Source: an optimization exercise on an open RTL-to-GDS flow (aim: small area, a short achievable clock period and few clock cycles per item). Production flows keep margins and buffers that such runs may drop.
Where RTL was checked, it was by simulation tests only, not by an equivalence proof against the original.

==> flow/design.v (excerpt) <==
module dotproduct (
    input  logic         clk_i,
    input  logic         rst_ni,
    input  logic         start_i,
    input  logic [7:0]   nnz_i,
    input  logic [31:0]  a0_i, a1_i, a2_i, a3_i, a4_i,
                         a5_i, a6_i, a7_i, a8_i, a9_i,
    input  logic [31:0]  b0_i, b1_i, b2_i, b3_i, b4_i,
                         b5_i, b6_i, b7_i, b8_i, b9_i,
    input  logic [31:0]  c_i,
    output logic [63:0]  result_o,
    output logic         busy_o,
    output logic         result_valid_o,
    output logic [31:0]  cycle_count_o
);
Size in the first run: about 140 flip-flops, roughly 780 I/O pins.
Settings: LEC_CHECK=0, ABC_AREA=1, CAP_MARGIN=50, CORE_MARGIN=2, CORE_UTILIZATION=40, SLEW_MARGIN=60; clock period 15.0 ns.
standard.sh (not shown) runs the stock make flow with config.mk's settings and CLKGATE_MAP_FILE= SYNTH_SCRIPT=/design/flow/synth_recipe.tcl, a recipe that flattens the netlist after the stock synthesis.
==> flow/flow/run.sh <==
#!/bin/bash
set -o pipefail
export BUFFER_PORTS_ARGS="-buffer_cell sky130_fd_sc_hd__buf_1"
bash standard.sh SYNTH_ARGS=-noabc SETUP_SLACK_MARGIN=9.4 finish > standard.log 2>&1
Testbench counts at the start, summed over its fixed seeds: cycles 18,851, items 2,400.
Edit:
==> flow/flow/run.sh (replaced) <==
#!/bin/bash
set -o pipefail
export BUFFER_PORTS_ARGS="-buffer_cell sky130_fd_sc_hd__buf_1"
bash standard.sh SYNTH_ARGS=-noabc finish > standard.log 2>&1
Non-clock buffer count drops by 45.
Final cell count drops by about 1%.
Via count drops by 1.8%.
Die area does not change.
Routed wire length drops by 2.5%.
Edit:
==> flow/flow/run.sh (replaced) <==
#!/bin/bash
set -o pipefail
export BUFFER_PORTS_ARGS="-buffer_cell sky130_fd_sc_hd__buf_1"
bash standard.sh SYNTH_ARGS=-noabc SETUP_SLACK_MARGIN=9.25 finish > standard.log 2>&1
Settings changed: CAP_MARGIN 50 to 60, SLEW_MARGIN 60 to 70.
Global-route usage came out higher by 0.40 points.
Via count rose by a few percent.
Edit:
==> flow/flow/run.sh (replaced) <==
#!/bin/bash
set -o pipefail
export BUFFER_PORTS_ARGS="-buffer_cell sky130_fd_sc_hd__buf_1"
bash standard.sh SETUP_SLACK_MARGIN=9.0 finish > standard.log 2>&1
Settings changed: CAP_MARGIN 60 to 20, CTS_BUF_LIST set to sky130_fd_sc_hd__clkbuf_4 sky130_fd_sc_hd__clkbuf_8, SLEW_MARGIN 70 to 20.
What happened: Setup slack gets worse by 0.17 ns. Register-to-register slack is worse by 0.14 ns. Via count went up by about 4%. Wire length went up by 3.7%. Cell area rose by 3.1%.

* * *

Another version of the RTL of dotproduct (not shown whole).
Size in the first run: roughly 4000 cells after synthesis, ~780 I/O pins, ~27000 sq um of cells after synthesis.
==> flow/config.mk <==
export PLATFORM = sky130hd
export DESIGN_NAME = dotproduct
export DESIGN_NICKNAME = dotproduct
export VERILOG_FILES = /design/flow/design.v
export SDC_FILE = /design/flow/constraint.sdc
export NUM_CORES = 4
export LEC_CHECK = 0
export ABC_AREA = 1
export CAP_MARGIN = 50
export CORE_MARGIN = 2
export CORE_UTILIZATION = 40
export SLEW_MARGIN = 60
==> flow/constraint.sdc <==
create_clock -name core_clock -period 15.0 [get_ports {clk_i}]
set_input_delay 3.0000 -clock core_clock [delete_from_list [all_inputs] [get_ports {clk_i}]]
set_output_delay 3.0000 -clock core_clock [all_outputs]
set_load 0.01 [all_outputs]
==> flow/flow/run.sh <==
#!/bin/bash
set -o pipefail
export BUFFER_PORTS_ARGS="-buffer_cell sky130_fd_sc_hd__buf_1"
bash standard.sh SETUP_SLACK_MARGIN=9.1 finish > standard.log 2>&1
Testbench counts at the start, summed over its fixed seeds: cycles 18,851, items 2,400.
Change:
==> flow/flow/run.sh (replaced) <==
#!/bin/bash
set -o pipefail
export BUFFER_PORTS_ARGS="-buffer_cell sky130_fd_sc_hd__buf_1"
bash standard.sh SETUP_SLACK_MARGIN=9.4 finish > standard.log 2>&1
What happened:
- clock skew hardly moves
- first-iteration DRC count rose by about 0.9%
- design area rose by about 4.4%
- via count rose by 1.5%
- wire length rose by 1.8%
Change:
==> flow/flow/run.sh (replaced) <==
#!/bin/bash
set -o pipefail
export BUFFER_PORTS_ARGS="-buffer_cell sky130_fd_sc_hd__buf_1"
bash standard.sh SETUP_SLACK_MARGIN=9.25 finish > standard.log 2>&1
CAP_MARGIN = 40   (was 50)
CTS_BUF_LIST = sky130_fd_sc_hd__clkbuf_4 sky130_fd_sc_hd__clkbuf_8   (was not set)
SLEW_MARGIN = 50   (was 60)
Effect: The changed run went through all stages and came out clean. Flip-flop and latch count does not change. Maximum frequency came out lower by 1.1%. First-iteration DRC count came out lower by 3.1%. Global-route usage is about the same. Clock skew came out higher by 0.0094 ns. Worst hold slack improved by 0.012 ns. Synthesized area does not change. Cell area came out lower by 1.4%. Count of clock-buffer cells in the layout came out lower by 3. Cell count came out higher by 0.73%.
Change:
==> flow/flow/run.sh (replaced) <==
#!/bin/bash
set -o pipefail
export BUFFER_PORTS_ARGS="-buffer_cell sky130_fd_sc_hd__buf_1"
bash standard.sh SETUP_SLACK_MARGIN=8.5 finish > standard.log 2>&1
CAP_MARGIN = 20   (was 40)
CTS_BUF_LIST = not set   (was sky130_fd_sc_hd__clkbuf_4 sky130_fd_sc_hd__clkbuf_8)
SLEW_MARGIN = 20   (was 50)
Critical path depth stays the same; synthesized cell count stays the same; sequential share of layout area went up by 0.41 points; worst hold slack gets worse by 0.0073 ns; wire length went down by about 1.5%.
Change:
==> flow/flow/run.sh (replaced) <==
#!/bin/bash
set -o pipefail
export BUFFER_PORTS_ARGS="-buffer_cell sky130_fd_sc_hd__buf_1"
bash standard.sh SYNTH_ARGS=-noabc SETUP_SLACK_MARGIN=9.0 finish > standard.log 2>&1
CAP_MARGIN = 50   (was 20)
SLEW_MARGIN = 60   (was 20)
After rerunning:
- The changed run produced a clean layout
- fmax rises by about 9%
- synthesized area is lower by about 3.7%
- final cell count is lower by about 5.5%
- count of clock-buffer cells in the layout is unchanged
- non-clock buffer count grows by 17
- die area drops by 3.7%
- global-route usage drops by 0.87 points
- routed wire length came out lower by 6.1%

* * *

Setup of run A:
dotproduct again, from the RTL that the note above started with.
export LEC_CHECK = 0
export ABC_AREA = 1
export CAP_MARGIN = 50
export CORE_MARGIN = 2
export CORE_UTILIZATION = 40
export SLEW_MARGIN = 60
create_clock -name core_clock -period 15.0 [get_ports {clk_i}]
==> flow/flow/run.sh <==
#!/bin/bash
set -o pipefail
export BUFFER_PORTS_ARGS="-buffer_cell sky130_fd_sc_hd__buf_1"
bash standard.sh SYNTH_ARGS=-noabc SETUP_SLACK_MARGIN=9.5 finish > standard.log 2>&1
Having completed the whole flow, run A delivered a layout that passed the timing, DRC and antenna checks.
Testbench counts of run A, summed over its fixed seeds: cycles 18,851, items 2,400.
## Diff of input files: run B against run A
==> flow/flow/run.sh <==
#!/bin/bash
set -o pipefail
export BUFFER_PORTS_ARGS="-buffer_cell sky130_fd_sc_hd__buf_1"
bash standard.sh SYNTH_ARGS=-noabc SETUP_SLACK_MARGIN=9.25 finish > standard.log 2>&1
==> comparison <==
Global-route wire length before repair (run B vs. run A) decreases slightly. The run showing the greater global-route usage is run A. [compare] base=run A new=run B: final standard cell count with taps included and fillers excluded shows a reduction of 58, synthesized cell count held, cell count along the critical path went down 2. Compared with run A, number of global-route vias before repair in run B decreased slightly.
Setup changes, run B to run C
==> flow/flow/run.sh <==
#!/bin/bash
set -o pipefail
export BUFFER_PORTS_ARGS="-buffer_cell sky130_fd_sc_hd__buf_1"
bash standard.sh SETUP_SLACK_MARGIN=9.25 finish > standard.log 2>&1
==> summary.txt <==
- Comparing run B and run C, synthesized cell count is lower on run B.
- Run B and run C ended up with roughly the same via density per instance.
- Post-synthesis xor/xnor area fraction: run B vs run C — no meaningful difference
- Going from run B to run C, HPWL after detailed placement increased by 7.1% relative to the old numbers; total instance count after detailed placement increased 301.
- Relative to run B, sequential share of layout area decreased by 0.36 points in run C.
- When run C is measured against run B, its mean area per synthesized cell turns out about 4% lower.
- Cell area | run C vs run B | run C larger
- The wire length reported by the detailed router in run C is 1.06 times that in run B.
The inputs of run D differ from those of run C as listed below.
Settings: setting CTS_BUF_LIST to sky130_fd_sc_hd__clkbuf_4 sky130_fd_sc_hd__clkbuf_8 for the first time.
==> comparison <==
Clock tree buffer depth came out exactly the same in run C and run D.
On run D: clock tree buffer count of the final layout is 2 lower than what run C gave.
Relative to run C, clock transition time at the flip-flop clock pins of the worst setup and hold paths increased by 0.02 ns in run D.
Taking run C as the reference, in run D summed area of non-filler cells in the final layout closely matched the old numbers, met2 layer usage reported by global route now sits higher, minimum clock period after layout rose by 0.049 ns.
Number of well-tap cells placed came out exactly the same in run C and run D.
Between run D and run C, the global-route wire length before repair figures differ only marginally.
The antenna cell count in run D was lower than what run C gave.
#### Input delta (run E over run D)
Settings: CTS_BUF_LIST: sky130_fd_sc_hd__clkbuf_4 sky130_fd_sc_hd__clkbuf_8 -> unset; CAP_MARGIN: 50 -> 20; SLEW_MARGIN: 60 -> 20.
==> flow/flow/run.sh <==
#!/bin/bash
set -o pipefail
export BUFFER_PORTS_ARGS="-buffer_cell sky130_fd_sc_hd__buf_1"
bash standard.sh finish > standard.log 2>&1
--- outcome ---
Taking run D as the reference, in run E register-to-register slack has decreased; number of buffers inserted by hold repair at cts barely changed.

* * *

Another version of the RTL of dotproduct (not shown whole).
Size: roughly 3800 cells after synthesis, ~170 flip-flops, roughly 0.027 mm2 of cells after synthesis.
Settings: LEC_CHECK=0, ABC_AREA=1, CAP_MARGIN=20, CORE_MARGIN=2, CORE_UTILIZATION=40, SLEW_MARGIN=20; clock period 15.0 ns.
==> flow/flow/run.sh <==
#!/bin/bash
set -o pipefail
export BUFFER_PORTS_ARGS="-buffer_cell sky130_fd_sc_hd__buf_1"
bash standard.sh SETUP_SLACK_MARGIN=9.25 finish > standard.log 2>&1
Rerun with:
==> flow/flow/run.sh (replaced) <==
#!/bin/bash
set -o pipefail
export BUFFER_PORTS_ARGS="-buffer_cell sky130_fd_sc_hd__buf_1"
bash standard.sh SETUP_SLACK_MARGIN=9.0 finish > standard.log 2>&1
The changed run finished clean.
Routed wire length went down by 1.4%.
Cell count went down by about 0.7%.
Worst setup slack degrades by 0.028 ns.
Die area does not change.
Sequential share of layout area went up by 0.28 points.
No run of this note included a check of the RTL's function; only the layout flow was run.

* * *

dotproduct with an RTL version that a note above also has.
For scale: ~780 I/O pins.
Design dotproduct, start of the top module:
module dotproduct (
    input  logic         clk_i,
    input  logic         rst_ni,
    input  logic         start_i,
    input  logic [7:0]   nnz_i,
    input  logic [31:0]  a0_i, a1_i, a2_i, a3_i, a4_i,
                         a5_i, a6_i, a7_i, a8_i, a9_i,
    input  logic [31:0]  b0_i, b1_i, b2_i, b3_i, b4_i,
                         b5_i, b6_i, b7_i, b8_i, b9_i,
    input  logic [31:0]  c_i,
    output logic [63:0]  result_o,
    output logic         busy_o,
    output logic         result_valid_o,
    output logic [31:0]  cycle_count_o
);
    logic        fvalid;      
    logic        fetching;    
    logic        flast;       
    logic        valid_q;
    logic [3:0]  cnt_q;       
    logic [9:0]  sel;         
    logic        ch;          
    logic [31:0] M;           
    logic [7:0]  bneg, bone, btwo;    
    logic        sh;          
    logic [63:0] acc;
    wire start_ok = start_i & ~fvalid;
    wire go       = start_ok | fetching;
    logic [31:0] A, B;
    always_comb begin
        A = ({32{sel[0]}} & a0_i) | ({32{sel[1]}} & a1_i) | ({32{sel[2]}} & a2_i) |
  ...
export LEC_CHECK = 0
export ABC_AREA = 1
export CAP_MARGIN = 70
export CORE_MARGIN = 2
export CORE_UTILIZATION = 40
export CTS_BUF_LIST = sky130_fd_sc_hd__clkbuf_4 sky130_fd_sc_hd__clkbuf_8
export SLEW_MARGIN = 80
create_clock -name core_clock -period 15.0 [get_ports {clk_i}]
==> flow/flow/run.sh <==
#!/bin/bash
set -o pipefail
export BUFFER_PORTS_ARGS="-buffer_cell sky130_fd_sc_hd__buf_1"
bash standard.sh SETUP_SLACK_MARGIN=9.0 finish > standard.log 2>&1
Testbench counts at the start, summed over its fixed seeds: cycles 18,851, items 2,400.
Rerun with:
==> flow/flow/run.sh (replaced) <==
#!/bin/bash
set -o pipefail
export BUFFER_PORTS_ARGS="-buffer_cell sky130_fd_sc_hd__buf_1"
bash standard.sh SETUP_SLACK_MARGIN=8.5 finish > standard.log 2>&1
- CAP_MARGIN: 70 -> 20
- CORE_UTILIZATION: 40 -> 65
- CTS_BUF_LIST: sky130_fd_sc_hd__clkbuf_4 sky130_fd_sc_hd__clkbuf_8 -> unset
- PLACE_DENSITY: unset -> 0.75
- SLEW_MARGIN: 80 -> 20
This time the run ended with an error in 3_2_place_iop.
Area after synthesis is unchanged.
Synthesized cell count does not change.
Rerun with:
==> flow/flow/run.sh (replaced) <==
#!/bin/bash
set -o pipefail
export BUFFER_PORTS_ARGS="-buffer_cell sky130_fd_sc_hd__buf_1"
bash standard.sh SETUP_SLACK_MARGIN=9.25 finish > standard.log 2>&1
- CAP_MARGIN: 20 -> 50
- CORE_UTILIZATION: 65 -> 40
- CTS_CLUSTER_DIAMETER: unset -> 150
- CTS_CLUSTER_SIZE: unset -> 40
- PLACE_DENSITY: 0.75 -> unset
- SLEW_MARGIN: 20 -> 60
The new run produced a clean layout.
Area after synthesis does not change.
Synthesized cell count stays the same.
Rerun with:
==> flow/flow/run.sh (replaced) <==
#!/bin/bash
set -o pipefail
export BUFFER_PORTS_ARGS="-buffer_cell sky130_fd_sc_hd__buf_1"
bash standard.sh SETUP_SLACK_MARGIN=9.0 finish > standard.log 2>&1
- CAP_MARGIN: 50 -> 20
- CTS_BUF_LIST: unset -> sky130_fd_sc_hd__clkbuf_4 sky130_fd_sc_hd__clkbuf_8
- CTS_CLUSTER_DIAMETER: 150 -> unset
- CTS_CLUSTER_SIZE: 40 -> unset
- SLEW_MARGIN: 60 -> 20
What happened: Maximum frequency goes down by 4.0%. Via count goes up by 0.64%. Routed wire length goes down by 0.31%. Final cell count goes up by 1.1%. Worst setup slack is worse by 0.24 ns. Cell area goes down by 1.3%. Global-route usage goes down by 0.15 points. Sequential share of layout area hardly moves.

* * *

== main ==
dotproduct again, from the RTL that the note above started with.
==> flow/config.mk <==
export PLATFORM = sky130hd
export DESIGN_NAME = dotproduct
export DESIGN_NICKNAME = dotproduct
export VERILOG_FILES = /design/flow/design.v
export SDC_FILE = /design/flow/constraint.sdc
export NUM_CORES = 4
export LEC_CHECK = 0
export ABC_AREA = 1
export CAP_MARGIN = 20
export CORE_MARGIN = 2
export CORE_UTILIZATION = 40
export SLEW_MARGIN = 20
==> flow/constraint.sdc <==
create_clock -name core_clock -period 15.0 [get_ports {clk_i}]
set_input_delay 3.0000 -clock core_clock [delete_from_list [all_inputs] [get_ports {clk_i}]]
set_output_delay 3.0000 -clock core_clock [all_outputs]
set_load 0.01 [all_outputs]
==> flow/flow/run.sh <==
#!/bin/bash
set -o pipefail
export BUFFER_PORTS_ARGS="-buffer_cell sky130_fd_sc_hd__buf_1"
bash standard.sh SETUP_SLACK_MARGIN=9.5 finish > standard.log 2>&1
Testbench counts of main, summed over its fixed seeds: cycles 18,851, items 2,400.
[inputs] the feature branch vs main
--- a/flow/flow/run.sh
+++ b/flow/flow/run.sh
@@ -4 +4 @@
-bash standard.sh SETUP_SLACK_MARGIN=9.5 finish > standard.log 2>&1
+bash standard.sh SETUP_SLACK_MARGIN=8.5 finish > standard.log 2>&1
--- a/flow/config.mk
+++ b/flow/config.mk
@@ -11,0 +12 @@
+export PLACE_DENSITY = 0.8
--- outcome ---
Filler-free cell count of the finished design (the feature branch vs. main) decreases by a few percent. On final cycle utilization of the critical path: between main and the feature branch, it ends up lower for main. The feature branch gives more number of buffers and inverters on the critical path than main did. The feature branch: proportion of cell area occupied by multi-input gates 2.7 points above main. Measured against each other, main and the feature branch differ in total iterations of the first detailed-routing run, the higher figure coming from the feature branch. NOTE maximum frequency main->the feature branch decreased by more than 10%. Taking main as the reference point, the count of clock-buffer cells in the layout of the feature branch rises by 5.

-- separate check: timing with driven ports --
No port has a modelled driver above. Below, the same layouts with a new extraction and two added sets of constraints. Step 1: set_driving_cell puts a clkbuf_16 on clk_i and a buf_2 on each other input, an assumption about the parent block. Step 2 adds t to the input delays and takes it off the output delays; t is the mean of the earliest and latest rising clock arrival at the registers after step 1. Input paths then give back, and output paths get back, about the clock's delay inside the block. Three values: no drivers, after step 1, after step 2; two values: the first two.
| run | t, ns | slack for setup (ns) | latest minus earliest clock arrival (ns) |
|---|---|---|---|
| the first run of note 1 | 0.547 | 9.379 / 9.322 / 9.262 | 0.023 / 0.022 |
| the second run of note 1 | 0.549 | 8.771 / 8.766 / 8.771 | 0.026 / 0.026 |
| the third run of note 1 | 0.559 | 9.337 / 9.275 / 9.205 | 0.035 / 0.035 |
| the fourth run of note 1 | 0.597 | 9.166 / 9.106 / 8.693 | 0.034 / 0.034 |
| the first run of note 2 | 0.546 | 9.211 / 9.151 / 9.112 | 0.012 / 0.012 |
| the second run of note 2 | 0.550 | 9.402 / 9.343 / 9.098 | 0.013 / 0.013 |
| the third run of note 2 | 0.606 | 9.337 / 9.281 / 9.067 | 0.021 / 0.022 |
| the fourth run of note 2 | 0.542 | 8.699 / 8.639 / 8.587 | 0.011 / 0.011 |
| the fifth run of note 2 | 0.553 | 9.194 / 9.130 / 9.277 | 0.024 / 0.024 |
| run A | 0.554 | 9.416 / 9.353 / 9.261 | 0.025 / 0.025 |
| run B | 0.555 | 9.341 / 9.279 / 9.262 | 0.026 / 0.026 |
| run C | 0.544 | 9.361 / 9.301 / 9.117 | 0.012 / 0.011 |
| run D | 0.605 | 9.312 / 9.250 / 9.323 | 0.019 / 0.019 |
| run E | 0.544 | 8.549 / 8.487 / 8.564 | 0.009 / 0.010 |
| the first run of note 4 | 0.564 | 9.108 / 9.041 / 9.111 | 0.014 / 0.015 |
| the second run of note 4 | 0.557 | 9.079 / 9.016 / 9.121 | 0.013 / 0.012 |
| the first run of note 5 | 0.615 | 9.102 / 9.042 / 8.651 | 0.019 / 0.019 |
| the third run of note 5 | 0.544 | 9.361 / 9.301 / 9.117 | 0.012 / 0.011 |
| the fourth run of note 5 | 0.597 | 9.124 / 9.068 / 8.818 | 0.015 / 0.016 |
| main | 0.542 | 9.428 / 9.372 / 9.089 | 0.030 / 0.030 |
| the feature branch | 0.526 | 8.724 / 8.665 / 8.343 | 0.014 / 0.013 |
After both steps setup and hold are still met in every run listed. The setup slack of the fourth run of note 1, which loses most, moves by -0.060 ns with the drivers and by -0.473 ns with both steps.
